This is an optimization exercise on Yosys and OpenROAD, whose aim is small area, a short achievable clock period and few clock cycles, not a production implementation. The RTL was checked by simulation tests, not by an equivalence proof against the original design. Power and IR drop assume default switching activity.

==> flow/design.v (outline; a module is shown in full before it is edited, if it fits) <==
// module score: 367 lines
// module score_opp: 367 lines
// module score_stk: 293 lines
// module minimax: 132 lines
module minimax(
   opt, move,
   grid, column_counts, player, sw, clk
);
  // ...
==> flow/flow/run.sh <==
#!/bin/bash
# Layout flow: the standard flow (standard.sh) unchanged, except that
#  - synthesis leaves adders as plain gates for abc instead of mapping them to
#    the platform's full/half adder cells (ADDER_MAP_FILE empty), which gives a
#    much shallower netlist for this design's bit counts and comparisons;
#  - every port still gets its own buffer, but a plain buf_2 rather than the
#    slow clkdlybuf4s50_1 that buffer_ports picks by default.
set -o pipefail
cp standard.sh standard_sh.log
export ADDER_MAP_FILE=
export BUFFER_PORTS_ARGS="-buffer_cell sky130_fd_sc_hd__buf_2"
bash standard.sh > standard.log 2>&1
==> flow/standard.sh <==
#!/bin/bash
# synth_recipe.tcl (not shown) runs the flow's synth.tcl, then flattens the netlist and writes it again
# the make line also repeats each setting of config.mk as NAME=value (left out here)
make -C /OpenROAD-flow-scripts/flow DESIGN_CONFIG=/design/flow/config.mk WORK_HOME=/design/flow/orfs CLKGATE_MAP_FILE= SYNTH_SCRIPT=/design/flow/synth_recipe.tcl "${@:-finish}"
==> flow/config.mk <==
export PLATFORM = sky130hd
export DESIGN_NAME = minimax
export DESIGN_NICKNAME = minimax
export VERILOG_FILES = /design/flow/design.v
export SDC_FILE = /design/flow/constraint.sdc
export NUM_CORES = 4
export LEC_CHECK = 0
export ABC_AREA = 1
export CAP_MARGIN = 20
export CORE_MARGIN = 2
export CORE_UTILIZATION = 40
export SLEW_MARGIN = 20
==> flow/constraint.sdc <==
create_clock -name core_clock -period 11.0 [get_ports {clk}]
set_input_delay 2.2000 -clock core_clock [delete_from_list [all_inputs] [get_ports {clk}]]
set_output_delay 2.2000 -clock core_clock [all_outputs]
set_load 0.01 [all_outputs]
==> impl_metrics.yaml, run 1 <==
run_status:
  run_status: "finished clean"
pwr:
  clock_net_power_w: 0.0000641
  comb-power_w: 0.00164
  power_top_consumer: "combinational logic"
  power_density_nw_per_um2: 89.67
  total_power_w: 0.001749
routing:
  route.detailed.drc: 0
  dr_total_vias: 29440
  met3_wirelength_um: 19430
  postRouteAntennaNets: 0
floorplanning:
  start_util: 0.4040
  ioPinCount: 116
setup_path:
  r2r-end: "opt_r[1]$_DFFE_PP_"
  path_buf_inv: 3
  worst_ep_arrival_time_ns: 8.41
logic_synthesis:
  yosys_warnings: 4
  syn-mean-instance-area_um2: 4.698
  postSynthNetCount: 4103
cells_and_area:
  most-common-layout-cells: "1,447 x sky130_fd_sc_hd__nand2_1, 479 x sky130_fd_sc_hd__inv_1, 466 x sky130_fd_sc_hd__nand3_1"
  top_area_cell_class: "multi-input gates"
  final_layout_size_suffix_gt1_frac: 0.08602
  bufAreaShareNonClock: 0.03375
  sequential_cell_area_um2: 250.2
  largest_register_ffs: 7
  diodes: 1
  multi_input_comb_area_um2: 15770
timing:
  timing.final.hold_violations: 0
  fin_ws_ns: 2.575
  final.setup.tns_ns: 0
  finalCritPeriodShare: 0.7659
cts:
  insertion_delay_ns: 0.24
  worst_setup_hold_path_clk_slew_ns: 0.04
place:
  globalplace.congestion: 1.097
min_path:
  worstHoldStart: "busy$_DFF_P_"
  holdPathEnd: "move_r$_SDFF_PN0_"
global_route:
  grt_max_degree: 25
  first_global_vias: 26100
  antenna_found_initial: 4
Testbench counts, summed over its fixed seeds: cycles 960.
==> module minimax, before the edit <==
module minimax(
   opt, move,
   grid, column_counts, player, sw, clk
);
input [83:0] grid;
input [20:0] column_counts;
input player;
input sw;
input clk;
output [6:0] opt;
output move;
reg [41:0] t, ts;
reg [6:0]  vld;                  
reg [6:0]  stv;                  
integer c, r, j;
always @(*) begin
  for (c = 0; c < 7; c = c + 1) begin
    vld[c] = !(column_counts[3*c + 2] && column_counts[3*c + 1]);
    stv[c] = !column_counts[3*c + 2] || !(column_counts[3*c + 1] || column_counts[3*c]);
    for (r = 0; r < 6; r = r + 1) begin
      t[6*c + r]  = column_counts[3*c +: 3] == r;
      ts[6*c + r] = r > 0 && column_counts[3*c +: 3] == r - 1;
    end
  end
end
wire [6:0]  a4, n4, s4;
wire [20:0] a3, n3, s3;
score     score_a (.grid(grid), .t(t),  .f4(a4), .f3(a3));
score_opp score_n (.grid(grid), .t(t),  .f4(n4), .f3(n3));
score_stk score_s (.grid(grid), .t(ts), .f4(s4), .f3(s3));
function [6:0] therm;
  input [2:0] v;
  begin
    therm[0] = v[2] | v[1] | v[0];
    therm[1] = v[2] | v[1];
    therm[2] = v[2] | v[1] & v[0];
    therm[3] = v[2];
    therm[4] = v[2] & (v[1] | v[0]);
    therm[5] = v[2] & v[1];
    therm[6] = v[2] & v[1] & v[0];
  end
endfunction
function [2:0] untherm;
  input [6:0] m;
  begin
    untherm[2] = m[3];
    untherm[1] = m[1] & ~m[3] | m[5];
    untherm[0] = m[0] & ~m[1] | m[2] & ~m[3] | m[4] & ~m[5] | m[6];
  end
endfunction
function gt6;
  input [5:0] a, b;
  integer i;
  begin
    gt6 = 1'b0;
    for (i = 0; i < 6; i = i + 1)
      gt6 = (a[i] & ~b[i]) | (~(a[i] ^ b[i]) & gt6);
  end
endfunction
function [1:0] rank;              
  input integer k;
  rank = (k == 3) ? 2'd3 : (k == 2 || k == 4) ? 2'd2 : (k == 1 || k == 5) ? 2'd1 : 2'd0;
endfunction
function [6:0] pos;
  input integer k;
  input [2:0] h;
  case (h)
    3'd0: pos = 13 - 2*k;
    3'd1: pos = 27 - 2*k;
    3'd2: pos = 41 - 2*k;
    3'd3: pos = 55 - 2*k;
    3'd4: pos = 69 - 2*k;
    default: pos = 83 - 2*k;
  endcase
endfunction
reg [6:0] nt [0:6];
reg [6:0] st [0:6];
reg [6:0] mt;
reg       any4;
reg [3:0] d;
reg [5:0] key [0:6];
always @(*) begin
  for (c = 0; c < 7; c = c + 1) begin
    nt[c] = vld[c] ? therm(n3[3*c +: 3]) : 7'd0;
    st[c] = stv[c] ? therm(s3[3*c +: 3]) : 7'd0;
  end
  for (c = 0; c < 7; c = c + 1) begin
    mt   = st[c];
    any4 = stv[c] & s4[c];
    for (j = 0; j < 7; j = j + 1)
      if (j != c) begin
        mt   = mt | nt[j];
        any4 = any4 | (vld[j] & n4[j]);
      end
    d = {1'b0, a3[3*c +: 3]} + {1'b0, ~untherm(mt)};
    key[c] = a4[c] ? 6'b10_0000 : any4 ? 6'b00_0000 : {2'b01, d};
  end
end
reg [6:0] win;
reg [6:0] best;
reg       g;
always @(*) begin
  win = vld;
  for (c = 0; c < 7; c = c + 1)
    for (j = c + 1; j < 7; j = j + 1) begin
      g = gt6(key[c], key[j]) | (key[c] == key[j] && key[c][4] && rank(c) > rank(j));
      if (vld[c] &&  g) win[j] = 1'b0;
      if (vld[j] && !g) win[c] = 1'b0;
    end
  best = (vld == 7'd0) ? 7'd1 : 7'd0;
  for (c = 0; c < 7; c = c + 1)
    if (win[c]) best = best | pos(c, column_counts[3*c +: 3]);
end
wire req = player & sw;
reg  busy;
reg  move_r;
reg  [6:0] opt_r;
assign move = move_r;
assign opt  = opt_r;
always @(posedge clk) begin
  if (!req) begin
    busy   <= 1'b0;
    move_r <= 1'b0;
  end else if (!busy) begin
    busy   <= 1'b1;
    move_r <= 1'b1;
    opt_r  <= best;
  end else begin
    move_r <= 1'b0;
  end
end
endmodule
==> run 2: changes to the inputs <==
--- a/flow/design.v
+++ b/flow/design.v
@@ -1100,27 +1100,32 @@
     default: pos = 83 - 2*k;
   endcase
 endfunction
-reg [6:0] nt [0:6];
-reg [6:0] st [0:6];
-reg [6:0] mt;
-reg       any4;
+reg [7:0] nt [0:6];              
+reg [7:0] st [0:6];
+reg [7:0] g01, g23, g45, g456, g0123;
+reg [7:0] mt;
 reg [3:0] d;
 reg [5:0] key [0:6];
 always @(*) begin
   for (c = 0; c < 7; c = c + 1) begin
-    nt[c] = vld[c] ? therm(n3[3*c +: 3]) : 7'd0;
-    st[c] = stv[c] ? therm(s3[3*c +: 3]) : 7'd0;
+    nt[c] = vld[c] ? {n4[c], therm(n3[3*c +: 3])} : 8'd0;
+    st[c] = stv[c] ? {s4[c], therm(s3[3*c +: 3])} : 8'd0;
   end
+  g01 = nt[0] | nt[1];  g23 = nt[2] | nt[3];  g45 = nt[4] | nt[5];
+  g456 = g45 | nt[6];   g0123 = g01 | g23;
   for (c = 0; c < 7; c = c + 1) begin
-    mt   = st[c];
-    any4 = stv[c] & s4[c];
-    for (j = 0; j < 7; j = j + 1)
-      if (j != c) begin
-        mt   = mt | nt[j];
-        any4 = any4 | (vld[j] & n4[j]);
-      end
-    d = {1'b0, a3[3*c +: 3]} + {1'b0, ~untherm(mt)};
-    key[c] = a4[c] ? 6'b10_0000 : any4 ? 6'b00_0000 : {2'b01, d};
+    case (c)
+      0: mt = nt[1] | g23 | g456;
+      1: mt = nt[0] | g23 | g456;
+      2: mt = g01 | nt[3] | g456;
+      3: mt = g01 | nt[2] | g456;
+      4: mt = g0123 | nt[5] | nt[6];
+      5: mt = g0123 | nt[4] | nt[6];
+      default: mt = g0123 | g45;
+    endcase
+    mt = mt | st[c];
+    d = {1'b0, a3[3*c +: 3]} + {1'b0, ~untherm(mt[6:0])};
+    key[c] = a4[c] ? 6'b10_0000 : mt[7] ? 6'b00_0000 : {2'b01, d};
   end
 end
 reg [6:0] win;
--- a/flow/config.mk
+++ b/flow/config.mk
@@ -8,5 +8,6 @@
 export ABC_AREA = 1
 export CAP_MARGIN = 20
 export CORE_MARGIN = 2
-export CORE_UTILIZATION = 40
+export CORE_UTILIZATION = 65
+export PLACE_DENSITY = 0.75
 export SLEW_MARGIN = 20
==> impl_metrics.yaml, run 2 <==
logic_synthesis:
  synth_sequential_area_ratio: 0.01357
  synth.distinct_cells: 70
  mappedNetlistArea_um2: 18440
  synthCells: 3913
  ys_async_sr_fraction: 0
  synth_flop_cell: "sky130_fd_sc_hd__edfxtp_1"
  yosys_warnings: 4
  number_of_flops_mapped_to_enable_cells_by_yosys: 7
  synth-seq-cells: 9
  syn-mean-instance-area_um2: 4.713
  postSynthNetCount: 4021
  synth_top_area_share: 0.2821
  post-synth-top-count-cell: "sky130_fd_sc_hd__nand2_1"
  yosysTopAreaCell: "sky130_fd_sc_hd__nand2_1"
  yosys-top-cells-area: "sky130_fd_sc_hd__nand2_1 28%, sky130_fd_sc_hd__nand3_1 12%, sky130_fd_sc_hd__nor2_1 9.6%, sky130_fd_sc_hd__inv_1 9.0%, sky130_fd_sc_hd__o21ai_0 4.0%"
  synthTopCellsByCount: "1,386 x sky130_fd_sc_hd__nand2_1, 471 x sky130_fd_sc_hd__nor2_1, 440 x sky130_fd_sc_hd__inv_1"
cts:
  cts.path.max_buffers: 2
  htree_num_levels: 1
  cts_sinks: 9
  cts_buffers: 3
  clock_root_buffer: "sky130_fd_sc_hd__clkbuf_16"
  post_cts.resized_instances: 0
  cts-hold-fix-buffers: 0
  post_cts.repair.setup_buffers: 0
place:
  preCtsSetupSlack_ns: 3.297
  globalplace.congestion: 1.433
  hpwlAfterDp_um: 75860
  io_buffers: 115
floorplanning:
  die_height_um: 172.4
  ioPinCount: 116
  die_width_um: 172.4
  rows: 61
  start_util: 0.6620
global_route:
  grt_overflow_total: 4
  grt_max_degree: 23
  first_global_vias: 29230
  global_route_wire_length_before_repair_um: 161300
  gr-usage-all-layers: 0.7061
run_status:
  run_status: "did not finish"
  stop_stage: "5_1_grt"
  first-error: "[ERROR GRT-0116] Global routing finished with congestion. Check the congestion regions in the DRC Viewer."
[run 2: changes by cell type after synthesis, sizes merged, moves of 5 or more]
cell,previous run,this run
nand2,1507,1442
nand3,493,455
inv,515,485
nor2,512,540
a21oi,91,102
nand4,87,76
a31oi,18,26
nor3,104,112
o32ai,4,12
or2,9,17
a32oi,15,8
xnor2,12,18
nand3b,17,22
o22ai,91,86
[run 2: kinds of logic after synthesis]
kind of cell | synth area share
buf+inv | 0.1402
compound gates | 0.1812
xor+xnor | 0.01900
simple gates | 0.6455
flops | 0.01357
fa+ha+maj | 0.0005428
[run 2: worst min path at each step]
stage	from	end	cells past startpoint
floorplan	busy$_DFF_P_	move_r$_SDFF_PN0_	1
global placement	busy$_DFF_P_	move_r$_SDFF_PN0_	1
detailed placement	busy$_DFF_P_	move_r$_SDFF_PN0_	1
CTS	busy$_DFF_P_	move_r$_SDFF_PN0_	1
[run 2: power groups by stage]
| stage | clock network, W | registers, W | logic (W) |
|---|---|---|---|
| CTS | 0.0000643 | 0.0000441 | 0.00144 |
| detailed placement | 0 | 0.0000446 | 0.00144 |
| global placement | 0 | 0.0000445 | 0.00141 |
| floorplan | 0 | 0.0000464 | 0.00103 |
[run 2: through the flow]
| stage | power (W) | area, um^2 | instances | utilization | hold WS, ns |
|---|---|---|---|---|---|
| floorplan | 0.001080 | 18440 | 3913 | - | 0.3932 |
| CTS | 0.001550 | 18910 | 4276 | 0.6788 | 0.4180 |
| detailed placement | 0.001482 | 18830 | 4272 | 0.6760 | 0.4128 |
| global placement | 0.001452 | 18830 | 4272 | 0.6760 | 0.4008 |
[run 2: metal layers]
metal,track usage,GRT overflow
met5,0.3061,0
met4,0.6372,2
met3,0.5452,0
met2,0.8567,2
met1,0.7414,0
Testbench counts of run 2, summed over its fixed seeds: cycles 960.
==> run 3: changes to the inputs <==
--- a/flow/config.mk
+++ b/flow/config.mk
@@ -8,6 +8,6 @@
 export ABC_AREA = 1
 export CAP_MARGIN = 20
 export CORE_MARGIN = 2
-export CORE_UTILIZATION = 65
-export PLACE_DENSITY = 0.75
+export CORE_UTILIZATION = 45
+export SETUP_SLACK_MARGIN = 3.8
 export SLEW_MARGIN = 20
==> impl_metrics.yaml, run 3 <==
run_status:
  run_status: "finished clean"
cells_and_area:
  final.fill_count: 4603
  layout_commonest_cell: "sky130_fd_sc_hd__nand2_1"
  sequential_cell_area_um2: 250.2
  layout_top_registers: "opt_r: 7 flops, busy: 1 flops, move_r: 1 flops"
  multi_input_comb_area_um2: 16990
  layout-area-overhead-vs-synth_pct: 17.41
  final_core_util: 0.5327
  final-instance-count-excl-fill: 4536
  most-common-layout-cells: "1,307 x sky130_fd_sc_hd__nand2_1, 432 x sky130_fd_sc_hd__nor2_1, 418 x sky130_fd_sc_hd__inv_1"
  final_layout_size_suffix_gt1_frac: 0.1665
  final_cell_area_um2: 21650
  finish.net_count: 4110
  largest_register_ffs: 7
  registers.top_by_ff_count: "opt_r"
global_route:
  first_global_vias: 26240
  grt_max_degree: 23
  grt_overflow_total: 0
  gr-usage-all-layers: 0.5337
  global_route_wire_length_before_repair_um: 168400
  antenna_found_initial: 3
setup_path:
  worstPathRequired_ns: 10.99
  timing.reg2reg.worst_path_depth: 1
  setup.reg_to_reg.worst_slack_ns: 9.80
  critical_path.top_delay_family: "simple AND/OR/NAND/NOR gates"
  timing_worst_setup_path_type: "primary input to register"
  critical_path_start_type: "primary input"
  critical_path.max_fanout: 15
  critical_path.slowest_cell: "sky130_fd_sc_hd__inv_1"
  worst_ep_arrival_time_ns: 7.26
  critical_r2r_launch: "busy$_DFF_P_"
  setup.worst_path.end_class: "register"
  critical_path.most_common_cell: "sky130_fd_sc_hd__nand2_1"
  path_buf_inv: 5
  r2r-end: "opt_r[5]$_DFFE_PP_"
  crit_path_max_incr_delay_ns: 0.38
timing:
  timing.final.crit_period_ns: 7.269
  holdWs_ns: 0.4172
  final.setup.tns_ns: 0
  final-setup-viol-count: 0
  finalCritPeriodShare: 0.6608
  timing.clock.skew_ns: 0.001183
  timing.final.hold_violations: 0
  drv_slew: 0
  clock.fmax_mhz: 137.6
  tightest_slew_ns: 0.9946
  grt_setup_unrepaired: "no"
  maxSlewHeadroom: 0.3320
logic_synthesis:
  synthCells: 3913
  ys_async_sr_fraction: 0
  yosys_warnings: 4
  synthTopCellsByCount: "1,386 x sky130_fd_sc_hd__nand2_1, 471 x sky130_fd_sc_hd__nor2_1, 440 x sky130_fd_sc_hd__inv_1"
  number_of_flops_mapped_to_enable_cells_by_yosys: 7
  post-synth-top-count-cell: "sky130_fd_sc_hd__nand2_1"
  synth_flop_cell: "sky130_fd_sc_hd__edfxtp_1"
  synth.distinct_cells: 70
  postSynthNetCount: 4021
  synth_sequential_area_ratio: 0.01357
  synth-seq-cells: 9
  mappedNetlistArea_um2: 18440
  yosysTopAreaCell: "sky130_fd_sc_hd__nand2_1"
  synth_top_area_share: 0.2821
  yosys-top-cells-area: "sky130_fd_sc_hd__nand2_1 28%, sky130_fd_sc_hd__nand3_1 12%, sky130_fd_sc_hd__nor2_1 9.6%, sky130_fd_sc_hd__inv_1 9.0%, sky130_fd_sc_hd__o21ai_0 4.0%"
  syn-mean-instance-area_um2: 4.713
place:
  hpwlAfterDp_um: 91940
  dpl_cell_area_um2: 19050
  post-place-cells: 4429
  globalplace.congestion: 1.207
  io_buffers: 115
cts:
  cts.path.max_buffers: 2
  clock_root_buffer: "sky130_fd_sc_hd__clkbuf_16"
  worst_setup_hold_path_clk_slew_ns: 0.04
  htree_num_levels: 1
  cts_sinks: 9
  cts-hold-fix-buffers: 0
  insertion_delay_ns: 0.24
  cts_buffers: 3
  cts_tree: "built"
floorplanning:
  die_height_um: 206.4
  ioPinCount: 116
  start_util: 0.4537
  rows: 74
  area_of_the_die_um2: 42620
  fp.coreArea_um2: 40650
  die_width_um: 206.4
pwr:
  vdd_ir_drop_max_uv: 61.78
  power_density_nw_per_um2: 88.90
  leakagePower_nw: 11.68
run:
  max_cap_check_violation_count: 0
routing:
  dr_total_vias: 29850
  postRouteAntennaNets: 0
  routed_wl_um: 119600
  route.detailed.drc: 0
  route.detailed.vias_per_inst: 6.581
  detail_route.first_pass.iterations: 12
  drt_iter0_drc: 5734
  route.detailed.wl_per_inst_um: 26.38
min_path:
  min-delay-path-class: "register to register"
  holdPathStages: 1
  holdPathEnd: "move_r$_SDFF_PN0_"
  worstHoldStart: "busy$_DFF_P_"
==> run 3: logic make-up (layout without fill, tap and decap cells) <==
kind of cell | count (synthesis) | count (layout) | synth area share
xor+xnor | 40 | 40 | 0.01900
flops | 9 | 9 | 0.01357
simple gates | 2693 | 2695 | 0.6455
compound gates | 536 | 536 | 0.1812
buf+inv | 634 | 720 | 0.1402
other cells | 0 | 3 | 0
fa+ha+maj | 1 | 1 | 0.0005428
==> run 3: cell type report <==
| type | count | area share |
|---|---|---|
| repair buffers | 223 | 0.07807 |
| diodes | 3 | 0.0003467 |
| clock buffers | 4 | 0.003641 |
| well taps | 532 | 0.03074 |
| inverters | 493 | 0.09096 |
| multi-input cells | 3272 | 0.7847 |
| flip-flops and latches | 9 | 0.01156 |
==> run 3: where the power goes <==
| group | switching (W) | total [W] | internal [W] | leakage (nW) |
|---|---|---|---|---|
| combinational | 0.00131 | 0.00181 | 0.000500 | 11.6 |
| sequential | 0.00000108 | 0.0000445 | 0.0000435 | 0.0873 |
| clock | 0.0000195 | 0.0000683 | 0.0000488 | 0.0382 |
| total | 0.00133 | 0.00192 | 0.000592 | 11.7 |
==> run 3: worst max-delay path by stage <==
stage / startpoint / end / slack, ns / depth (start not counted)
2_1_floorplan: column_counts[10] / opt_r[1]$_DFFE_PP_ / 5.06 / 40
4_1_cts: grid[34] / opt_r[3]$_DFFE_PP_ / 3.80 / 39
5_1_grt: grid[36] / opt_r[3]$_DFFE_PP_ / 3.73 / 41
6_report: grid[42] / opt_r[3]$_DFFE_PP_ / 3.73 / 32
3_3_place_gp: grid[20] / opt_r[2]$_DFFE_PP_ / 3.13 / 28
3_5_place_dp: grid[20] / opt_r[2]$_DFFE_PP_ / 3.12 / 28
==> run 3: per-stage QoR <==
stage / total power (W) / setup WS [ns]
after CTS: 0.001630 / 3.800
final: 0.001925 / 3.731
after floorplan: 0.001080 / 5.056
after detailed placement: 0.001545 / 3.118
after global routing: 0.002032 / 3.726
after global placement: 0.001550 / 3.128
==> run 3: timing repair <==
item,CTS,global route
pin swaps,4,64
endpoints found under the hold margin,0,0
resized for setup,41,382
cloned,0,3
setup buffers,17,80
setup endpoints to repair,7,7
==> run 3: routing by layer <==
| layer | share of wire | track usage | up-vias |
|---|---|---|---|
| met5 | 0.0022 | 0.03690 | - |
| met4 | 0.098 | 0.3699 | 10 |
| met3 | 0.17 | 0.2458 | 797 |
| met2 | 0.37 | 0.7378 | 2727 |
| met1 | 0.36 | 0.6451 | 13240 |
| li1 | - | - | 13080 |
==> run 4: changes to the inputs <==
==> flow/flow/run.sh (replaced) <==
#!/bin/bash
# Layout flow: the standard flow (standard.sh), with these changes:
#  - synthesis leaves adders as plain gates for abc instead of mapping them to
#    the platform's full/half adder cells (ADDER_MAP_FILE empty), which gives a
#    much shallower netlist for this design's bit counts and comparisons;
#  - every port still gets its own buffer, but a plain buf_2 rather than the
#    slow clkdlybuf4s50_1 that buffer_ports picks by default;
set -o pipefail
cp standard.sh standard_sh.log
export ADDER_MAP_FILE=
export BUFFER_PORTS_ARGS="-buffer_cell sky130_fd_sc_hd__buf_2"
SETUP_SLACK_MARGIN=4.3 bash standard.sh cts > standard_to_cts.log 2>&1 || exit 1
SETUP_SLACK_MARGIN=0 bash standard.sh finish > standard.log 2>&1
--- a/flow/config.mk
+++ b/flow/config.mk
@@ -9,5 +9,4 @@
 export CAP_MARGIN = 20
 export CORE_MARGIN = 2
 export CORE_UTILIZATION = 45
-export SETUP_SLACK_MARGIN = 3.8
 export SLEW_MARGIN = 20
==> impl_metrics.yaml, run 4 <==
pwr:
  seq_power_share: 0.024
  power.share.combinational: 0.940
  power_switching_share: 0.6961
  vdd_ir_drop_max_uv: 61.71
  leakagePower_nw: 11.44
  net_switching_power_w: 0.001308
  power_density_nw_per_um2: 89.81
  intPower_w: 0.0005712
  power_frac_clock: 0.036
setup_path:
  critical_path.slowest_cell: "sky130_fd_sc_hd__nand2_1"
  critical_path.max_fanout: 21
  worst_ep_arrival_time_ns: 7.20
  timing_worst_setup_path_type: "primary input to register"
  critical_path.most_common_cell: "sky130_fd_sc_hd__nand2_1"
  critical_path_start_type: "primary input"
  setup.worst_path.end_class: "register"
  worstPathRequired_ns: 10.99
  crit_path_max_incr_delay_ns: 0.38
cts:
  cts.path.max_buffers: 2
  cts-hold-fix-buffers: 0
  cts_sinks: 9
  cts_buffers: 3
  clock_root_buffer: "sky130_fd_sc_hd__clkbuf_16"
  insertion_delay_ns: 0.24
  htree_num_levels: 1
  worst_setup_hold_path_clk_slew_ns: 0.04
  cts_tree: "built"
cells_and_area:
  sequential_cell_area_um2: 250.2
  layout_top_registers: "opt_r: 7 flops, busy: 1 flops, move_r: 1 flops"
  final.fill_count: 4693
  layout-area-overhead-vs-synth_pct: 13.48
  largest_register_ffs: 7
  layout_commonest_cell: "sky130_fd_sc_hd__nand2_1"
  multi_input_comb_area_um2: 16510
  registers.top_by_ff_count: "opt_r"
  most-common-layout-cells: "1,345 x sky130_fd_sc_hd__nand2_1, 442 x sky130_fd_sc_hd__nor2_1, 419 x sky130_fd_sc_hd__inv_1"
  finish.net_count: 4092
  final_layout_size_suffix_gt1_frac: 0.1471
  final_cell_area_um2: 20930
place:
  preCtsSetupSlack_ns: 3.118
  dpl_cell_area_um2: 19050
  globalplace.congestion: 1.207
  io_buffers: 115
  hpwlAfterDp_um: 91940
run_status:
  run_status: "finished clean"
floorplanning:
  area_of_the_die_um2: 42620
  rows: 74
  die_height_um: 206.4
  die_width_um: 206.4
  ioPinCount: 116
  fp.coreArea_um2: 40650
  start_util: 0.4537
timing:
  drv_slew: 0
  fin_ws_ns: 3.785
  grt_setup_unrepaired: "no"
  timing.final.crit_period_ns: 7.215
  maxSlewHeadroom: 0.2363
  final-setup-viol-count: 0
  finalCritPeriodShare: 0.6559
  timing.clock.skew_ns: 0.001068
  final.setup.tns_ns: 0
  tightest_slew_ns: 1.137
  clock.fmax_mhz: 138.6
  timing.final.hold_violations: 0
global_route:
  grt_overflow_total: 0
  grt_max_degree: 23
  gr-usage-all-layers: 0.5452
  global_route_wire_length_before_repair_um: 172500
  first_global_vias: 26920
  antenna_found_initial: 4
run:
  max_cap_check_violation_count: 0
routing:
  detail_route.first_pass.iterations: 13
  route.detailed.vias_per_inst: 6.598
  route.detailed.drc: 0
  route.detailed.wl_per_inst_um: 26.56
  drt_iter0_drc: 5284
  postRouteAntennaNets: 0
  dr_total_vias: 29810
  routed_wl_um: 120000
logic_synthesis:
  synthTopCellsByCount: "1,386 x sky130_fd_sc_hd__nand2_1, 471 x sky130_fd_sc_hd__nor2_1, 440 x sky130_fd_sc_hd__inv_1"
  post-synth-top-count-cell: "sky130_fd_sc_hd__nand2_1"
  synthCells: 3913
  synth.distinct_cells: 70
  syn-mean-instance-area_um2: 4.713
  postSynthNetCount: 4021
  yosys_warnings: 4
  mappedNetlistArea_um2: 18440
  synth-seq-cells: 9
  yosys-top-cells-area: "sky130_fd_sc_hd__nand2_1 28%, sky130_fd_sc_hd__nand3_1 12%, sky130_fd_sc_hd__nor2_1 9.6%, sky130_fd_sc_hd__inv_1 9.0%, sky130_fd_sc_hd__o21ai_0 4.0%"
  synth_sequential_area_ratio: 0.01357
  yosysTopAreaCell: "sky130_fd_sc_hd__nand2_1"
  ys_async_sr_fraction: 0
  number_of_flops_mapped_to_enable_cells_by_yosys: 7
  synth_flop_cell: "sky130_fd_sc_hd__edfxtp_1"
  synth_top_area_share: 0.2821
min_path:
  min-delay-path-class: "register to register"
==> run 4: cell counts after synthesis <==
No cell type changed its count.
==> run 4: cells by family after synthesis <==
group                    Yosys count  share of synthesized area
XOR/XNOR                          40                    0.01900
buffers and inverters            634                     0.1402
adder cells (fa/ha/maj)            1                  0.0005428
flip-flops                         9                    0.01357
AO/OA/AOI/OAI                    536                     0.1812
AND/OR/NAND/NOR                 2693                     0.6455
==> run 4: worst max-delay path: cells and delay by family <==
kind / cells / cell delay, ns
AOI/OAI and AO/OA: 3 / 0.77
buffers and inverters: 6 / 1.20
and+or+nand+nor: 23 / 2.98
==> run 4: area by class of cell <==
cell class | count | share of cell area
tap | 532 | 0.03181
clock buffer | 4 | 0.003767
timing repair buffer | 205 | 0.07061
sequential | 9 | 0.01196
antenna | 3 | 0.0003587
multi-input combinational | 3272 | 0.7890
inverter | 493 | 0.09249
==> run 4: stage by stage <==
step | utilization | total power, W | hold slack (ns) | std cells
floorplan | - | 0.001080 | 0.3932 | 3913
CTS | 0.5147 | 0.001774 | 0.4220 | 4515
finish | 0.5149 | 0.001879 | 0.4194 | 4518
detailed placement | 0.4686 | 0.001545 | 0.4162 | 4429
global placement | 0.4686 | 0.001550 | 0.4094 | 4429
global route | 0.5147 | 0.001987 | 0.4422 | 4515
==> run 4: repair_timing <==
item                                    CTS  global route
endpoints found under the setup margin    7             0
resized for setup                       269             0
buffers inserted                         79             0
==> run 4: per-layer routing <==
layer	vias to the layer above	part of all wire	GRT usage
li1	13020	-	-
met1	13200	0.36	0.6570
met2	2767	0.37	0.7536
met3	806	0.17	0.2468
met4	10	0.095	0.3898
met5	-	0.0024	0.04405
==> run 4: power by group through the flow <==
stage / Sequential (W) / Combinational, W / Clock [W]
global route: 0.0000450 / 0.00187 / 0.0000692
detailed placement: 0.0000452 / 0.00150 / 0
CTS: 0.0000446 / 0.00166 / 0.0000664
finish: 0.0000447 / 0.00177 / 0.0000679
global placement: 0.0000452 / 0.00150 / 0
floorplan: 0.0000464 / 0.00103 / 0
==> run 4: worst paths after layout <==
kind | startpoint | to | slack [ns] | depth (start not counted)
worst max register to register | busy$_DFF_P_ | opt_r[6]$_DFFE_PP_ | 9.80 | 1
worst min register to register | busy$_DFF_P_ | move_r$_SDFF_PN0_ | 0.42 | 1
worst min-delay path | busy$_DFF_P_ | move_r$_SDFF_PN0_ | 0.42 | 1
worst max-delay path | grid[36] | opt_r[3]$_DFFE_PP_ | 3.78 | 32
==> run 5: changes to the inputs <==
--- a/flow/flow/run.sh
+++ b/flow/flow/run.sh
@@ -9,5 +9,5 @@
 cp standard.sh standard_sh.log
 export ADDER_MAP_FILE=
 export BUFFER_PORTS_ARGS="-buffer_cell sky130_fd_sc_hd__buf_2"
-SETUP_SLACK_MARGIN=4.3 bash standard.sh cts > standard_to_cts.log 2>&1 || exit 1
+SETUP_SLACK_MARGIN=3.8 bash standard.sh cts > standard_to_cts.log 2>&1 || exit 1
 SETUP_SLACK_MARGIN=0 bash standard.sh finish > standard.log 2>&1
--- a/flow/config.mk
+++ b/flow/config.mk
@@ -8,5 +8,5 @@
 export ABC_AREA = 1
 export CAP_MARGIN = 20
 export CORE_MARGIN = 2
-export CORE_UTILIZATION = 45
+export CORE_UTILIZATION = 50
 export SLEW_MARGIN = 20
==> impl_metrics.yaml, run 5 <==
cells_and_area:
  finish.net_count: 4021
  multi_input_comb_area_um2: 15790
  final_cell_area_um2: 19350
  layout_commonest_cell: "sky130_fd_sc_hd__nand2_1"
  layout_top_registers: "opt_r: 7 flops, busy: 1 flops, move_r: 1 flops"
  largest_register_ffs: 7
  registers.top_by_ff_count: "opt_r"
  sequential_cell_area_um2: 250.2
  layout-area-overhead-vs-synth_pct: 4.933
  final.fill_count: 4119
  final_layout_size_suffix_gt1_frac: 0.1005
  most-common-layout-cells: "1,378 x sky130_fd_sc_hd__nand2_1, 470 x sky130_fd_sc_hd__nor2_1, 439 x sky130_fd_sc_hd__inv_1"
place:
  hpwlAfterDp_um: 92210
  globalplace.congestion: 1.188
  dpl_cell_area_um2: 18940
  io_buffers: 115
timing:
  drv_slew: 0
  tightest_slew_ns: 1.272
  timing.clock.skew_ns: 0.01227
  finalCritPeriodShare: 0.7113
  timing.final.crit_period_ns: 7.824
  clock.fmax_mhz: 127.8
  final.setup.tns_ns: 0
  final-setup-viol-count: 0
  timing.final.hold_violations: 0
  grt_setup_unrepaired: "no"
  maxSlewHeadroom: 0.1521
floorplanning:
  ioPinCount: 116
  start_util: 0.5061
  fp.coreArea_um2: 36430
  area_of_the_die_um2: 38440
  die_height_um: 196.1
  die_width_um: 196.1
  rows: 70
logic_synthesis:
  syn-mean-instance-area_um2: 4.713
  yosysTopAreaCell: "sky130_fd_sc_hd__nand2_1"
  synth_top_area_share: 0.2821
  postSynthNetCount: 4021
  ys_async_sr_fraction: 0
  mappedNetlistArea_um2: 18440
  number_of_flops_mapped_to_enable_cells_by_yosys: 7
  synth_flop_cell: "sky130_fd_sc_hd__edfxtp_1"
  synth_sequential_area_ratio: 0.01357
  post-synth-top-count-cell: "sky130_fd_sc_hd__nand2_1"
  synthTopCellsByCount: "1,386 x sky130_fd_sc_hd__nand2_1, 471 x sky130_fd_sc_hd__nor2_1, 440 x sky130_fd_sc_hd__inv_1"
  yosys-top-cells-area: "sky130_fd_sc_hd__nand2_1 28%, sky130_fd_sc_hd__nand3_1 12%, sky130_fd_sc_hd__nor2_1 9.6%, sky130_fd_sc_hd__inv_1 9.0%, sky130_fd_sc_hd__o21ai_0 4.0%"
  synthCells: 3913
  synth.distinct_cells: 70
  synth-seq-cells: 9
  yosys_warnings: 4
global_route:
  grt_max_degree: 23
  gr-usage-all-layers: 0.5980
  antenna_found_initial: 12
  first_global_vias: 27500
  global_route_wire_length_before_repair_um: 172500
  grt_overflow_total: 0
routing:
  drt_iter0_drc: 4857
  route.detailed.vias_per_inst: 6.848
  route.detailed.drc: 0
  routed_wl_um: 119500
  route.detailed.wl_per_inst_um: 27.24
  dr_total_vias: 30030
  postRouteAntennaNets: 0
  detail_route.first_pass.iterations: 13
cts:
  htree_num_levels: 1
  cts_sinks: 9
  cts.path.max_buffers: 2
  worst_setup_hold_path_clk_slew_ns: 0.05
  insertion_delay_ns: 0.26
  cts_buffers: 3
  cts_tree: "built"
  clock_root_buffer: "sky130_fd_sc_hd__clkbuf_16"
run_status:
  run_status: "finished clean"
min_path:
  min-delay-path-class: "register to register"
setup_path:
  critical_path.most_common_cell: "sky130_fd_sc_hd__nand2_1"
  crit_path_max_incr_delay_ns: 0.53
  setup.worst_path.end_class: "register"
  worstPathRequired_ns: 10.99
  worst_ep_arrival_time_ns: 7.82
  critical_path_start_type: "primary input"
  timing_worst_setup_path_type: "primary input to register"
  critical_path.max_fanout: 20
  critical_path.slowest_cell: "sky130_fd_sc_hd__buf_2"
pwr:
  leakagePower_nw: 10.94
  power_density_nw_per_um2: 90.77
  vdd_ir_drop_max_uv: 65.46
run:
  max_cap_check_violation_count: 0
## run 5: kinds of logic after synthesis
logic type / count (synthesis) / share of synthesized area
XOR/XNOR: 40 / 0.01900
buffers and inverters: 634 / 0.1402
flip-flops: 9 / 0.01357
AND/OR/NAND/NOR: 2693 / 0.6455
adder cells (fa/ha/maj): 1 / 0.0005428
AO/OA/AOI/OAI: 536 / 0.1812
## run 5: layer usage
metal,global-route usage,vias to the layer above,part of all wire
met5,0.005109,-,0.0016
met3,0.3332,1004,0.19
met4,0.4691,18,0.11
li1,-,12890,-
met1,0.6778,13170,0.33
met2,0.8221,2948,0.37
## run 5: metrics by stage
step	std cells	total power (W)	utilization	setup slack, ns	hold WS, ns
floorplan	3913	0.001080	-	5.056	0.3932
global route	4381	0.001851	0.5308	2.845	0.4688
CTS	4380	0.001628	0.5305	3.805	0.4308
finish	4385	0.001757	0.5311	3.176	0.4386
global placement	4362	0.001522	0.5197	2.896	0.4015
detailed placement	4362	0.001537	0.5199	2.933	0.4238
## run 5: power by group
group / switching, W / internal (W)
clock network: 0.0000239 / 0.0000491
registers: 0.00000245 / 0.0000435
logic: 0.00123 / 0.000407
## run 5: path summary, 6_finish.rpt
check,startpoint,to,slack [ns],depth (start not counted)
worst max-delay path,grid[34],opt_r[0]$_SDFFCE_PP1P_,3.18,34
worst min-delay path,busy$_DFF_P_,move_r$_SDFF_PN0_,0.44,1
worst max register to register,busy$_DFF_P_,opt_r[2]$_DFFE_PP_,9.58,1
worst min register to register,busy$_DFF_P_,move_r$_SDFF_PN0_,0.44,1
## run 5: timing repair
item | in CTS | in global routing
hold buffers | 0 | 0
setup buffers | 13 | 0
gates resized for setup | 41 | 0
setup endpoints to repair | 7 | 0
## run 5: critical path: cells and delay by family
| kind | cells | cell delay, ns |
|---|---|---|
| AO/OA/AOI/OAI | 3 | 0.56 |
| AND/OR/NAND/NOR | 28 | 4.03 |
| buffers and inverters | 3 | 1.00 |
## run 5: layout make-up
class                      count  share of cell area
inverter                     493             0.09647
antenna                        5           0.0006466
clock buffer                   4            0.004073
sequential                     9             0.01293
timing repair buffer         135             0.03970
tap                          468             0.03026
multi-input combinational   3271              0.8159
==> run 6: changes to the inputs <==
--- a/flow/flow/run.sh
+++ b/flow/flow/run.sh
@@ -10,4 +10,4 @@
 export ADDER_MAP_FILE=
 export BUFFER_PORTS_ARGS="-buffer_cell sky130_fd_sc_hd__buf_2"
 SETUP_SLACK_MARGIN=3.8 bash standard.sh cts > standard_to_cts.log 2>&1 || exit 1
-SETUP_SLACK_MARGIN=0 bash standard.sh finish > standard.log 2>&1
+SETUP_SLACK_MARGIN=3.3 bash standard.sh finish > standard.log 2>&1
==> impl_metrics.yaml, run 6 <==
cells_and_area:
  final.fill_count: 4079
  layout-area-overhead-vs-synth_pct: 6.792
  registers.top_by_ff_count: "opt_r"
  final_layout_size_suffix_gt1_frac: 0.1112
  final-instance-count-excl-fill: 4406
  layout_top_registers: "opt_r: 7 flops, busy: 1 flops, move_r: 1 flops"
  most-common-layout-cells: "1,373 x sky130_fd_sc_hd__nand2_1, 469 x sky130_fd_sc_hd__nor2_1, 431 x sky130_fd_sc_hd__inv_1"
  largest_register_ffs: 7
  layout_commonest_cell: "sky130_fd_sc_hd__nand2_1"
  finish.net_count: 4039
logic_synthesis:
  synth_flop_cell: "sky130_fd_sc_hd__edfxtp_1"
  ys_async_sr_fraction: 0
  mappedNetlistArea_um2: 18440
  yosys.area_share.adder: 0.0005428
  number_of_flops_mapped_to_enable_cells_by_yosys: 7
  post-synth-top-count-cell: "sky130_fd_sc_hd__nand2_1"
  synth-seq-cells: 9
  synth.distinct_cells: 70
  postSynthNetCount: 4021
  fraction_of_the_mapped_netlist_area_in_compound_gates: 0.1812
  synth_mux_area_frac: 0
  synth_sequential_area_ratio: 0.01357
  post_synth_and_or_nand_nor_area_fraction: 0.6455
  syn-mean-instance-area_um2: 4.713
  synthCells: 3913
  yosys_warnings: 4
  dominant_combinational_cell_family_by_area_after_synthesis: "simple AND/OR/NAND/NOR gates"
  yosysTopAreaCell: "sky130_fd_sc_hd__nand2_1"
  synthTopCellsByCount: "1,386 x sky130_fd_sc_hd__nand2_1, 471 x sky130_fd_sc_hd__nor2_1, 440 x sky130_fd_sc_hd__inv_1"
  yosys-top-cells-area: "sky130_fd_sc_hd__nand2_1 28%, sky130_fd_sc_hd__nand3_1 12%, sky130_fd_sc_hd__nor2_1 9.6%, sky130_fd_sc_hd__inv_1 9.0%, sky130_fd_sc_hd__o21ai_0 4.0%"
  synth_top_area_share: 0.2821
  yosys.area_share.xor_xnor: 0.01900
timing:
  grt_setup_unrepaired: "no"
  tightest_slew_ns: 1.281
  finalCritPeriodShare: 0.6831
  drv_slew: 0
  final-setup-viol-count: 0
  timing.clock.skew_ns: 0.009238
  timing.final.crit_period_ns: 7.514
  timing.final.hold_violations: 0
  clock.fmax_mhz: 133.1
  maxSlewHeadroom: 0.1462
  final.setup.tns_ns: 0
setup_path:
  crit_path_max_incr_delay_ns: 0.43
  critical_r2r_launch: "busy$_DFF_P_"
  path_buf_inv: 7
  setup.worst_path.end_class: "register"
  critical_path.max_fanout: 21
  critical_path_start_type: "primary input"
  timing_worst_setup_path_type: "primary input to register"
  worstPathRequired_ns: 11.00
  critical_path.slowest_cell: "sky130_fd_sc_hd__inv_1"
  origin_of_the_worst_setup_path: "grid[20]"
  worst_ep_arrival_time_ns: 7.52
  critical_path.top_delay_family: "simple AND/OR/NAND/NOR gates"
  critical_path.most_common_cell: "sky130_fd_sc_hd__nand2_1"
floorplanning:
  start_util: 0.5061
  fp.coreArea_um2: 36430
  die_height_um: 196.1
  area_of_the_die_um2: 38440
  ioPinCount: 116
  die_width_um: 196.1
  rows: 70
run_status:
  run_status: "finished clean"
place:
  post-place-cells: 4362
  io_buffers: 115
  hpwlAfterDp_um: 92210
  globalplace.congestion: 1.188
routing:
  drt_iter0_drc: 4970
  route.detailed.drc: 0
  postRouteAntennaNets: 0
  route.detailed.wl_per_inst_um: 27.13
  route.detailed.vias_per_inst: 6.858
  detail_route.first_pass.iterations: 13
  routed_wl_um: 119500
  dr_total_vias: 30220
cts:
  cts_buffers: 3
  clock_root_buffer: "sky130_fd_sc_hd__clkbuf_16"
  htree_num_levels: 1
  cts_tree: "built"
  cts.path.max_buffers: 2
  worst_setup_hold_path_clk_slew_ns: 0.05
  insertion_delay_ns: 0.26
  cts_sinks: 9
  cts-hold-fix-buffers: 0
global_route:
  gr-usage-all-layers: 0.5980
  global_route_wire_length_before_repair_um: 172500
  grt_max_degree: 23
  grt_overflow_total: 0
  first_global_vias: 27500
  antenna_found_initial: 11
pwr:
  power_density_nw_per_um2: 90.29
  vdd_ir_drop_max_uv: 64.50
  leakagePower_nw: 11.05
min_path:
  worstHoldStart: "busy$_DFF_P_"
  min-delay-path-class: "register to register"
run:
  max_cap_check_violation_count: 0
## run 6: layer usage
metal  up-vias  routed length [um]  global-route usage
li1      12920                   -                   -
met1     13220               39680              0.6778
met2      3033               44170              0.8221
met3      1025               22940              0.3332
met4        16               12550              0.4691
met5         -                 181            0.005109
## run 6: power breakdown
part | switching [W] | total, W | leakage, nW | internal (W)
Clock | 0.0000240 | 0.0000732 | 0.0382 | 0.0000492
Combinational | 0.00124 | 0.00166 | 10.9 | 0.000420
Sequential | 0.00000227 | 0.0000457 | 0.0873 | 0.0000435
Total | 0.00127 | 0.00178 | 11.1 | 0.000513
## run 6: final timing paths
kind | endpoint | slack (ns) | cells past startpoint
setup / recovery | opt_r[1]$_DFFE_PP_ | 3.49 | 42
hold / removal | move_r$_SDFF_PN0_ | 0.44 | 1
setup reg to reg | opt_r[0]$_SDFFCE_PP1P_ | 9.62 | 1
hold reg to reg | move_r$_SDFF_PN0_ | 0.44 | 1
## run 6: what timing repair did
action / 4_1_cts / 5_1_grt
endpoints found under the setup margin: 7 / 7
pin swaps: 6 / 11
buffers inserted: 13 / 17
resized for setup: 41 / 48
endpoints found under the hold margin: 0 / 0
gates cloned: 1 / 1
## run 6: logic make-up (layout without fill, tap and decap cells)
kind of cell / Yosys count / count (layout)
compound gates: 536 / 536
xor+xnor: 40 / 40
fa+ha+maj: 1 / 1
buf+inv: 634 / 649
flops: 9 / 9
other cells: 0 / 8
simple gates: 2693 / 2695
## run 6: cell type report
class / instances / area, um^2 / area share
Multi-Input combinational cell: 3272 / 15960 / 0.8105
Inverter: 493 / 1891 / 0.09600
Timing Repair Buffer: 152 / 907.1 / 0.04606
Tap cell: 468 / 585.6 / 0.02973
Sequential cell: 9 / 250.2 / 0.01271
Clock buffer: 4 / 78.83 / 0.004003
Antenna cell: 8 / 20.02 / 0.001017
## run 6: per-stage QoR
stage	instance area, um^2	util	hold slack, ns	power [W]	worst slack [ns]
6_report	19690	0.5405	0.4351	0.001778	3.486
5_1_grt	19680	0.5400	0.4688	0.001875	3.259
4_1_cts	19330	0.5305	0.4308	0.001628	3.805
3_5_place_dp	18940	0.5199	0.4238	0.001537	2.933
3_3_place_gp	18940	0.5197	0.4015	0.001522	2.896
2_1_floorplan	18440	-	0.3932	0.001080	5.056
==> run 7: changes to the inputs <==
--- a/flow/design.v
+++ b/flow/design.v
@@ -1150,15 +1150,8 @@
 assign move = move_r;
 assign opt  = opt_r;
 always @(posedge clk) begin
-  if (!req) begin
-    busy   <= 1'b0;
-    move_r <= 1'b0;
-  end else if (!busy) begin
-    busy   <= 1'b1;
-    move_r <= 1'b1;
-    opt_r  <= best;
-  end else begin
-    move_r <= 1'b0;
-  end
+  opt_r  <= best;
+  busy   <= req;
+  move_r <= req & !busy;
 end
 endmodule
==> impl_metrics.yaml, run 7 <==
logic_synthesis:
  synthTopCellsByCount: "1,400 x sky130_fd_sc_hd__nand2_1, 512 x sky130_fd_sc_hd__nor2_1, 497 x sky130_fd_sc_hd__inv_1"
  post-synth-top-count-cell: "sky130_fd_sc_hd__nand2_1"
  yosys-top-cells-area: "sky130_fd_sc_hd__nand2_1 28%, sky130_fd_sc_hd__nand3_1 12%, sky130_fd_sc_hd__nor2_1 10%, sky130_fd_sc_hd__inv_1 10%, sky130_fd_sc_hd__o21ai_0 4.2%"
  synth_flop_cell: "sky130_fd_sc_hd__dfxtp_1"
  ys_async_sr_fraction: 0
  mappedNetlistArea_um2: 18570
  synth-seq-cells: 9
  synthCells: 3995
  synth_top_area_share: 0.2830
  number_of_flops_mapped_to_enable_cells_by_yosys: 0
  postSynthNetCount: 4103
  yosys_warnings: 4
  synth_sequential_area_ratio: 0.009703
  synth.distinct_cells: 76
  yosysTopAreaCell: "sky130_fd_sc_hd__nand2_1"
  syn-mean-instance-area_um2: 4.648
cts:
  cts_sinks: 9
  cts.path.max_buffers: 2
  insertion_delay_ns: 0.25
  htree_num_levels: 1
  worst_setup_hold_path_clk_slew_ns: 0.05
  cts-hold-fix-buffers: 0
  cts_buffers: 3
  clock_root_buffer: "sky130_fd_sc_hd__clkbuf_16"
  cts_tree: "built"
setup_path:
  setup.worst_path.end_class: "register"
  worst_ep_arrival_time_ns: 7.76
  crit_path_max_incr_delay_ns: 0.50
  critical_path.max_fanout: 17
  critical_path.most_common_cell: "sky130_fd_sc_hd__nand2_1"
  critical_path_start_type: "primary input"
  timing_worst_setup_path_type: "primary input to register"
  critical_path.slowest_cell: "sky130_fd_sc_hd__a211oi_1"
  worstPathRequired_ns: 11.19
cells_and_area:
  finish.net_count: 4110
  largest_register_ffs: 7
  layout_top_registers: "opt_r: 7 flops, busy: 1 flops, move_r: 1 flops"
  most-common-layout-cells: "1,391 x sky130_fd_sc_hd__nand2_1, 500 x sky130_fd_sc_hd__nor2_1, 492 x sky130_fd_sc_hd__inv_1"
  final_layout_size_suffix_gt1_frac: 0.09298
  registers.top_by_ff_count: "opt_r"
  final.fill_count: 4239
  layout-area-overhead-vs-synth_pct: 5.869
  layout_commonest_cell: "sky130_fd_sc_hd__nand2_1"
global_route:
  gr-usage-all-layers: 0.5778
  global_route_wire_length_before_repair_um: 168200
  global_route.usage.met1: 0.6894
  global_route.peak_usage_layer: "met2"
  grt_overflow_total: 0
  first_global_vias: 26690
  globalRouteMet3Util: 0.2846
  antenna_found_initial: 5
  grt_max_degree: 24
  grt.met2_usage: 0.7883
floorplanning:
  start_util: 0.5072
  rows: 70
  die_height_um: 196.7
  die_width_um: 196.7
  ioPinCount: 116
  area_of_the_die_um2: 38690
  fp.coreArea_um2: 36610
routing:
  route.detailed.vias_per_inst: 6.731
  route.detailed.wl_per_inst_um: 25.98
  drt_iter0_drc: 6050
  dr_total_vias: 30090
  postRouteAntennaNets: 0
  route.detailed.drc: 0
  detail_route.first_pass.iterations: 17
  routed_wl_um: 116200
timing:
  clock.fmax_mhz: 132.1
  final-setup-viol-count: 0
  final.setup.tns_ns: 0
  maxSlewHeadroom: 0.2481
  fin_ws_ns: 3.432
  finalCritPeriodShare: 0.6880
  grt_setup_unrepaired: "yes"
  timing.final.crit_period_ns: 7.568
  tightest_slew_ns: 1.119
  timing.clock.skew_ns: 0.00003414
  timing.final.hold_violations: 0
  drv_slew: 0
run_status:
  run_status: "finished clean"
place:
  globalplace.congestion: 1.186
  io_buffers: 115
  preCtsSetupSlack_ns: 3.131
  hpwlAfterDp_um: 88920
pwr:
  vdd_ir_drop_max_uv: 56.29
  power_density_nw_per_um2: 90.00
  leakagePower_nw: 11.35
min_path:
  min-delay-path-class: "register to register"
run:
  max_cap_check_violation_count: 0
run 7: cells by family after synthesis:
family                   Yosys count  share of synthesized area
AND/OR/NAND/NOR                 2723                     0.6396
AO/OA/AOI/OAI                    540                     0.1820
buffers and inverters            686                     0.1511
XOR/XNOR                          36                    0.01698
adder cells (fa/ha/maj)            1                  0.0005391
flip-flops                         9                   0.009703
run 7: where the power goes:
group	internal, W	leakage (nW)	switching [W]
registers	0.0000440	0.0745	0.0000101
clock network	0.0000484	0.0409	0.0000215
logic	0.000411	11.2	0.00123
run 7: what timing repair did:
action                                  CTS  global route
gates resized for setup                  37            48
buffers inserted                         20            12
pin swaps                                 6             5
endpoints found under the setup margin    7             7
gates cloned                              1             2
run 7: final cells by class:
cell class,count,area (um^2),share of cell area
sequential,9,180.2,0.009165
timing repair buffer,150,883.3,0.04493
clock buffer,3,75.07,0.003819
inverter,535,2039,0.1037
clock inverter,1,5.005,0.0002546
multi-input combinational,3302,15880,0.8077
antenna,2,5.005,0.0002546
tap,468,585.6,0.02979
timing repair inverter,1,7.507,0.0003819
run 7: metal layers:
metal	share of wire	routed length (um)
met5	0.00031	36
met4	0.11	12210
met3	0.18	21370
met2	0.37	42460
met1	0.35	40080
run 7: final timing paths:
| path | slack, ns | from | endpoint | cells past startpoint |
|---|---|---|---|---|
| setup / recovery | 3.43 | grid[38] | opt_r[6]$_DFF_P_ | 29 |
| setup reg to reg | 10.56 | busy$_DFF_P_ | move_r$_DFF_P_ | 1 |
| hold reg to reg | 0.38 | busy$_DFF_P_ | move_r$_DFF_P_ | 1 |
| hold / removal | 0.38 | busy$_DFF_P_ | move_r$_DFF_P_ | 1 |
run 7: per-stage QoR:
stage	hold WS (ns)	cell area, um^2	instances	total power [W]	utilization
floorplan	0.3681	18570	3995	0.001074	-
detailed placement	0.3704	18960	4430	0.001542	0.5179
global route	0.3846	19650	4469	0.001857	0.5368
finish	0.3784	19660	4471	0.001769	0.5370
CTS	0.3782	19370	4455	0.001626	0.5291
global placement	0.3720	18960	4430	0.001539	0.5179
run 7: worst max-delay path: cells and delay by family:
kind / cells / cell delay, ns
simple gates: 21 / 3.44
compound gates: 4 / 1.15
buf+inv: 4 / 0.97
Testbench counts of run 7, summed over its fixed seeds: cycles 960.
==> run 8: changes to the inputs <==
--- a/flow/design.v
+++ b/flow/design.v
@@ -1075,13 +1075,31 @@
     untherm[0] = m[0] & ~m[1] | m[2] & ~m[3] | m[4] & ~m[5] | m[6];
   end
 endfunction
+function [3:0] add3;
+  input [2:0] a, b;
+  reg   [2:0] g, p;
+  reg         c1, c2;
+  begin
+    g = a & b;
+    p = a ^ b;
+    c1 = g[0];
+    c2 = g[1] | p[1] & g[0];
+    add3 = {g[2] | p[2] & g[1] | p[2] & p[1] & g[0], p[2] ^ c2, p[1] ^ c1, p[0]};
+  end
+endfunction
 function gt6;
   input [5:0] a, b;
-  integer i;
+  reg   [5:0] eq;
+  integer i, k;
+  reg   t;
   begin
+    eq  = ~(a ^ b);
     gt6 = 1'b0;
-    for (i = 0; i < 6; i = i + 1)
-      gt6 = (a[i] & ~b[i]) | (~(a[i] ^ b[i]) & gt6);
+    for (i = 0; i < 6; i = i + 1) begin
+      t = a[i] & ~b[i];
+      for (k = i + 1; k < 6; k = k + 1) t = t & eq[k];
+      gt6 = gt6 | t;
+    end
   end
 endfunction
 function [1:0] rank;              
@@ -1124,7 +1142,7 @@
       default: mt = g0123 | g45;
     endcase
     mt = mt | st[c];
-    d = {1'b0, a3[3*c +: 3]} + {1'b0, ~untherm(mt[6:0])};
+    d = add3(a3[3*c +: 3], ~untherm(mt[6:0]));
     key[c] = a4[c] ? 6'b10_0000 : mt[7] ? 6'b00_0000 : {2'b01, d};
   end
 end
--- a/flow/flow/run.sh
+++ b/flow/flow/run.sh
@@ -9,5 +9,5 @@
 cp standard.sh standard_sh.log
 export ADDER_MAP_FILE=
 export BUFFER_PORTS_ARGS="-buffer_cell sky130_fd_sc_hd__buf_2"
-SETUP_SLACK_MARGIN=3.8 bash standard.sh cts > standard_to_cts.log 2>&1 || exit 1
-SETUP_SLACK_MARGIN=3.3 bash standard.sh finish > standard.log 2>&1
+SETUP_SLACK_MARGIN=4.3 bash standard.sh cts > standard_to_cts.log 2>&1 || exit 1
+SETUP_SLACK_MARGIN=0 bash standard.sh finish > standard.log 2>&1
--- a/flow/config.mk
+++ b/flow/config.mk
@@ -8,5 +8,5 @@
 export ABC_AREA = 1
 export CAP_MARGIN = 20
 export CORE_MARGIN = 2
-export CORE_UTILIZATION = 50
+export CORE_UTILIZATION = 45
 export SLEW_MARGIN = 20
==> impl_metrics.yaml, run 8 <==
run_status:
  run_status: "finished clean"
routing:
  dr_total_vias: 29950
  route.detailed.wl_per_inst_um: 25.73
  drt_iter0_drc: 5377
  route.detailed.vias_per_inst: 6.472
  postRouteAntennaNets: 0
  route.detailed.drc: 0
  routed_wl_um: 119100
  detail_route.first_pass.iterations: 15
logic_synthesis:
  yosys-top-cells-area: "sky130_fd_sc_hd__nand2_1 28%, sky130_fd_sc_hd__nand3_1 12%, sky130_fd_sc_hd__nor2_1 10%, sky130_fd_sc_hd__inv_1 9.7%, sky130_fd_sc_hd__nor3_1 3.7%"
  yosys_warnings: 4
  postSynthNetCount: 4126
  synth_sequential_area_ratio: 0.009550
  yosysTopAreaCell: "sky130_fd_sc_hd__nand2_1"
  synth-seq-cells: 9
  post-synth-top-count-cell: "sky130_fd_sc_hd__nand2_1"
  synthCells: 4018
  synth_flop_cell: "sky130_fd_sc_hd__dfxtp_1"
  mappedNetlistArea_um2: 18870
  synthTopCellsByCount: "1,390 x sky130_fd_sc_hd__nand2_1, 527 x sky130_fd_sc_hd__nor2_1, 488 x sky130_fd_sc_hd__inv_1"
  synth.distinct_cells: 73
  synth_top_area_share: 0.2766
  syn-mean-instance-area_um2: 4.695
  number_of_flops_mapped_to_enable_cells_by_yosys: 0
  ys_async_sr_fraction: 0
setup_path:
  setup.worst_path.end_class: "register"
  crit_path_max_incr_delay_ns: 0.51
  worstPathRequired_ns: 11.12
  critical_path.most_common_cell: "sky130_fd_sc_hd__nand2_1"
  timing_worst_setup_path_type: "primary input to register"
  worst_ep_arrival_time_ns: 7.27
  critical_path.max_fanout: 19
  critical_path.slowest_cell: "sky130_fd_sc_hd__nand3_1"
  critical_path_start_type: "primary input"
cells_and_area:
  registers.top_by_ff_count: "opt_r"
  final.fill_count: 4924
  sequential_cell_area_um2: 180.2
  most-common-layout-cells: "1,369 x sky130_fd_sc_hd__nand2_1, 515 x sky130_fd_sc_hd__nor2_1, 476 x sky130_fd_sc_hd__inv_1"
  finish.net_count: 4191
  layout_top_registers: "opt_r: 7 flops, busy: 1 flops, move_r: 1 flops"
  final_layout_size_suffix_gt1_frac: 0.1203
  layout-area-overhead-vs-synth_pct: 10.88
  layout_commonest_cell: "sky130_fd_sc_hd__nand2_1"
  final_core_util: 0.5020
  largest_register_ffs: 7
  multi_input_comb_area_um2: 16500
timing:
  drv_slew: 0
  grt_setup_unrepaired: "no"
  timing.final.crit_period_ns: 7.148
  timing.clock.skew_ns: 0.00004412
  finalCritPeriodShare: 0.6498
  timing.final.hold_violations: 0
  final.setup.tns_ns: 0
  holdWs_ns: 0.3837
  clock.fmax_mhz: 139.9
  fin_ws_ns: 3.852
  tightest_slew_ns: 1.124
  final-setup-viol-count: 0
  maxSlewHeadroom: 0.2486
cts:
  cts-hold-fix-buffers: 0
  htree_num_levels: 1
  worst_setup_hold_path_clk_slew_ns: 0.04
  cts_buffers: 3
  cts_sinks: 9
  cts_tree: "built"
  insertion_delay_ns: 0.23
  cts.path.max_buffers: 2
  clock_root_buffer: "sky130_fd_sc_hd__clkbuf_16"
floorplanning:
  die_height_um: 208.8
  area_of_the_die_um2: 43580
  fp.coreArea_um2: 41670
  die_width_um: 208.8
  ioPinCount: 116
  start_util: 0.4528
  rows: 75
global_route:
  antenna_found_initial: 8
  global_route_wire_length_before_repair_um: 172700
  first_global_vias: 27150
  grt_overflow_total: 0
  grt_max_degree: 23
  gr-usage-all-layers: 0.5253
place:
  hpwlAfterDp_um: 92140
  globalplace.congestion: 1.186
  io_buffers: 115
  preCtsSetupSlack_ns: 3.207
pwr:
  vdd_ir_drop_max_uv: 64.44
  leakagePower_nw: 11.88
  power_density_nw_per_um2: 88.64
  total_power_w: 0.001854
min_path:
  min-delay-path-class: "register to register"
run:
  max_cap_check_violation_count: 0
## run 8: changes by cell type in the layout (fill, tap and decap cells not counted), sizes merged, moves of 7 or more
cell	change
a21oi	-13
a22oi	-8
a311oi	-7
buf	+49
clkinv	+7
nand2	-8
nand3	+9
nor2	+30
nor3	+49
o21ai	-30
o221ai	+11
xor2	+12
## run 8: through the flow
step                      std cells  area [um^2]
after floorplan                4018        18870
after global placement         4552        19530
after detailed placement       4552        19540
after CTS                      4621        20900
after global routing           4621        20900
final                          4627        20920
## run 8: repair_timing
item | 4_1_cts | 5_1_grt
setup endpoints to repair | 7 | 0
setup buffers | 63 | 0
gates resized for setup | 181 | 0
## run 8: kinds of logic after synthesis
kind of cell	share of synthesized area
flip-flops	0.009550
AO/OA/AOI/OAI	0.1573
buffers and inverters	0.1452
adder cells (fa/ha/maj)	0.001061
XOR/XNOR	0.02354
AND/OR/NAND/NOR	0.6633
## run 8: final timing paths
kind / startpoint / end / slack, ns / cells after the start
setup / recovery: grid[62] / opt_r[3]$_DFF_P_ / 3.85 / 27
hold / removal: busy$_DFF_P_ / move_r$_DFF_P_ / 0.38 / 1
setup reg to reg: busy$_DFF_P_ / move_r$_DFF_P_ / 10.56 / 1
hold reg to reg: busy$_DFF_P_ / move_r$_DFF_P_ / 0.38 / 1
## run 8: power breakdown
| group | internal, W | total [W] | switching [W] |
|---|---|---|---|
| Combinational | 0.000470 | 0.00175 | 0.00128 |
| Clock | 0.0000483 | 0.0000628 | 0.0000145 |
| Sequential | 0.0000432 | 0.0000453 | 0.00000212 |
| Total | 0.000561 | 0.00185 | 0.00129 |
## run 8: critical path: cells and delay by family
kind / cells / cell delay, ns
and+or+nand+nor: 16 / 2.78
AOI/OAI and AO/OA: 5 / 1.00
buffers and inverters: 6 / 1.22
## run 8: area by class of cell
cell class / instances / area share
diodes: 6 / 0.0007178
clock buffers: 4 / 0.003768
inverters: 543 / 0.1013
multi-input cells: 3333 / 0.7888
flip-flops and latches: 9 / 0.008613
well taps: 539 / 0.03224
repair buffers: 193 / 0.06454
## run 8: metal layers
layer	wire, um	global-route usage
met1	42440	0.6195
met2	45190	0.7482
met3	19310	0.2350
met4	12000	0.3833
met5	115	0.01112
Testbench counts of run 8, summed over its fixed seeds: cycles 960.

## port drivers added, routing unchanged
Ports are ideal in the flow. The routed layouts listed here were re-timed in OpenROAD. Step 1 sets driving cells, clkbuf_16 on the clock port and buf_2 on the other inputs (assumed; they add their load-dependent delay and slew). Step 2 moves the port delays by t, midway between the first and last clock arrival at a register: inputs arrive t later, outputs are due t later. That takes back most of the time a late clock gives input paths. Three values: ideal, step 1, step 2; two values: the first two.
run	shift t [ns]	setup slack, ns	clock arrival spread, ns	worst register clock-pin slew, ns
run 1	0.258	2.575 / 2.562 / 2.304	0.004 / 0.004	0.04 / 0.04
run 3	0.272	3.731 / 3.737 / 3.465	0.001 / 0.002	0.04 / 0.04
run 4	0.269	3.785 / 3.791 / 3.522	0.001 / 0.002	0.04 / 0.04
run 5	0.282	3.176 / 3.181 / 2.899	0.012 / 0.012	0.05 / 0.05
run 6	0.281	3.486 / 3.492 / 3.211	0.009 / 0.009	0.05 / 0.05
run 7	0.280	3.432 / 3.446 / 3.166	0.003 / 0.004	0.05 / 0.05
run 8	0.256	3.852 / 3.856 / 3.600	0.001 / 0.001	0.04 / 0.04
After both steps every run listed still meets setup and hold. The setup slack of run 5, which loses most, moves by +0.005 ns with the drivers and by -0.277 ns with both steps.
